Source: an optimization exercise on an open RTL-to-GDS flow (aim: small area). Production flows keep margins and buffers that such runs may drop.
At most, simulation tests tie the RTL to the original design; equivalence was not proved.
Power is estimated from default activity; no workload was simulated.

Design top_PF, start of the top module:
module top_PF (
    input  signed [7:0] i_signals,
    input               clk,
    input               rst,
    output              o_clock,
    output signed [7:0] o_signal,
    output        [1:0] pwm
);
clock: 20.0 ns
lec_check: 0
abc_area: 1
cap_margin: 20
core_margin: 2
core_utilization: 70
cts_buf_list: sky130_fd_sc_hd__clkbuf_16
cts_cluster_diameter: 60
cts_cluster_size: 28
slew_margin: 20
standard.sh (not shown) runs the stock make flow with config.mk's settings and CLKGATE_MAP_FILE= SYNTH_SCRIPT=/design/flow/synth_recipe.tcl, a recipe that flattens the netlist after the stock synthesis.
==> flow/flow/run.sh <==
#!/bin/bash
# The standard layout (the standard.sh, every ORFS step unchanged), with
# one CTS option added: no dummy loads on the clock tree's leaf nets.  The
# other CTS options are the ones cts.tcl builds from config.mk.
set -euo pipefail
CTS="-sink_clustering_enable -repair_clock_nets -dont_use_dummy_load"
CTS="$CTS -buf_list sky130_fd_sc_hd__clkbuf_16"
CTS="$CTS -sink_clustering_size 28 -sink_clustering_max_diameter 90"
bash standard.sh "CTS_ARGS=$CTS" "BUFFER_PORTS_ARGS=-buffer_cell sky130_fd_sc_hd__buf_1" finish > standard_flow.log 2>&1
The first run completed without violations.
Change:
--- a/flow/flow/run.sh
+++ b/flow/flow/run.sh
@@ -8,2 +8,2 @@
-CTS="$CTS -sink_clustering_size 28 -sink_clustering_max_diameter 90"
-bash standard.sh "CTS_ARGS=$CTS" "BUFFER_PORTS_ARGS=-buffer_cell sky130_fd_sc_hd__buf_1" finish > standard_flow.log 2>&1
+CTS="$CTS -sink_clustering_size 24 -sink_clustering_max_diameter 90"
+bash standard.sh "CTS_ARGS=$CTS" finish > standard_flow.log 2>&1
Outcome: Worst setup slack gains 57 ps. Design area rises by 0.68%. Synthesized area stays the same. Non-clock buffer count increases by 1.
Change:
--- a/flow/flow/run.sh
+++ b/flow/flow/run.sh
@@ -8 +8 @@
-CTS="$CTS -sink_clustering_size 24 -sink_clustering_max_diameter 90"
+CTS="$CTS -sink_clustering_size 28 -sink_clustering_max_diameter 90"
Effect:
- The changed run completed with no timing, DRC or antenna violations
- clock power is lower by about 7%
- final cell count is about the same
- power is lower by about 2.2%
- wire length is lower by 5.1%
- design area is lower by 0.49%

========
top_PF, a different RTL version from the one above (not shown whole).
For scale: about 0.050 mm² of cells after synthesis.
make LEC_CHECK=0 CAP_MARGIN=20 CORE_MARGIN=2 CORE_UTILIZATION=70 CTS_BUF_LIST=sky130_fd_sc_hd__clkbuf_16 CTS_CLUSTER_DIAMETER=40 CTS_CLUSTER_SIZE=30 SLEW_MARGIN=20 finish   # period 20.0 ns
run.sh (not shown) runs the stock make flow with config.mk's settings and CLKGATE_MAP_FILE= SYNTH_SCRIPT=/design/flow/synth_recipe.tcl, a recipe that flattens the netlist after the stock synthesis.
Stock flow here: none of the scripts above is used.
Edit:
CTS_BUF_LIST = sky130_fd_sc_hd__clkbuf_4   (was sky130_fd_sc_hd__clkbuf_16)
CTS_CLUSTER_DIAMETER = not set   (was 40)
CTS_CLUSTER_SIZE = not set   (was 30)
- The new run went through all stages and came out clean
- wire length is lower by a little under a tenth
- setup slack improved by 0.14 ns
- flip-flop and latch count is unchanged
- total power is lower slightly
- sequential share of layout area is lower by 0.21 points
- via count is higher by a few percent
Function was not checked in any run of this note: the RTL went through the layout flow alone.

========
Setup of run A:
Starting RTL as in the previous note.
export LEC_CHECK = 0
export CAP_MARGIN = 20
export CORE_MARGIN = 2
export CORE_UTILIZATION = 70
export CTS_BUF_LIST = sky130_fd_sc_hd__clkbuf_8
export CTS_CLUSTER_DIAMETER = 40
export CTS_CLUSTER_SIZE = 16
export SLEW_MARGIN = 20
create_clock -name core_clock -period 20.0 [get_ports {clk}]
#### Input delta (run B over run A)
# run A
export LEC_CHECK = 0
export CAP_MARGIN = 20
export CORE_MARGIN = 2
export CORE_UTILIZATION = 70
export CTS_BUF_LIST = sky130_fd_sc_hd__clkbuf_8
export CTS_CLUSTER_DIAMETER = 40
export CTS_CLUSTER_SIZE = 16
export SLEW_MARGIN = 20
create_clock -name core_clock -period 20.0 [get_ports {clk}]
# run B
export LEC_CHECK = 0
export CAP_MARGIN = 20
export CORE_MARGIN = 2
export CORE_UTILIZATION = 40
export SLEW_MARGIN = 20
create_clock -name core_clock -period 20.0 [get_ports {clk}]
--- outcome ---
Looking at amount of wire on met3 after detailed routing, run B sits below run A.
The achievable frequency on run A is in line with that on run B.
In the flow results for run B and run A, the via count of the first global-routing pass is smaller on run B.
Final period demand of the worst path (higher): run A
Clock network fraction of design power sits higher in run B than in run A.
Power dissipated in the clock network came out higher on run B than on run A.
Run B ended up with a lower first-iteration DRC count than run A did.
| sequential share of layout area | higher: run A |
Run B ends up with higher delay of the slowest cell on the worst path than run A does.
No functional check of the RTL was part of any run of this note.

afterwards: timing with drivers on the ports:
The flow's constraints put no driver on any port. The routed layouts listed below were extracted and timed again, unchanged, in two steps. Step 1 sets driving cells, clkbuf_16 on the clock port and buf_2 on the other inputs (assumed; they add their load-dependent delay and slew). Step 2, shift: input delay + t, output delay - t, t = (earliest + latest rising clock arrival at the registers) / 2. This alone moves slack from input paths to output paths. a / b / c = no drivers / after step 1 / after step 2; a / b = the first two.
run | t (ns) | setup WS [ns] | clock arrival spread, ns | worst register clock-pin slew, ns | pins driven straight from the clock port
the first run of note 1 | 0.698 | 3.907 / 3.907 / 3.907 | 0.129 / 0.128 | 0.12 / 0.12 | 1
the second run of note 1 | 0.701 | 3.964 / 3.964 / 3.964 | 0.102 / 0.102 | 0.11 / 0.11 | 1
the third run of note 1 | 0.678 | 3.951 / 3.951 / 3.951 | 0.143 / 0.143 | 0.12 / 0.12 | 1
the first run of note 2 | 0.788 | 1.476 / 1.476 / 1.476 | 0.085 / 0.085 | 0.11 / 0.11 | 1
the second run of note 2 | 1.185 | 1.621 / 1.621 / 1.621 | 0.212 / 0.211 | 0.10 / 0.10 | 1
run A | 0.859 | 1.567 / 1.567 / 1.567 | 0.072 / 0.073 | 0.10 / 0.10 | 1
run B | 0.827 | 1.610 / 1.610 / 1.610 | 0.052 / 0.053 | 0.07 / 0.07 | 1
After both steps setup and hold are still met in every run listed.
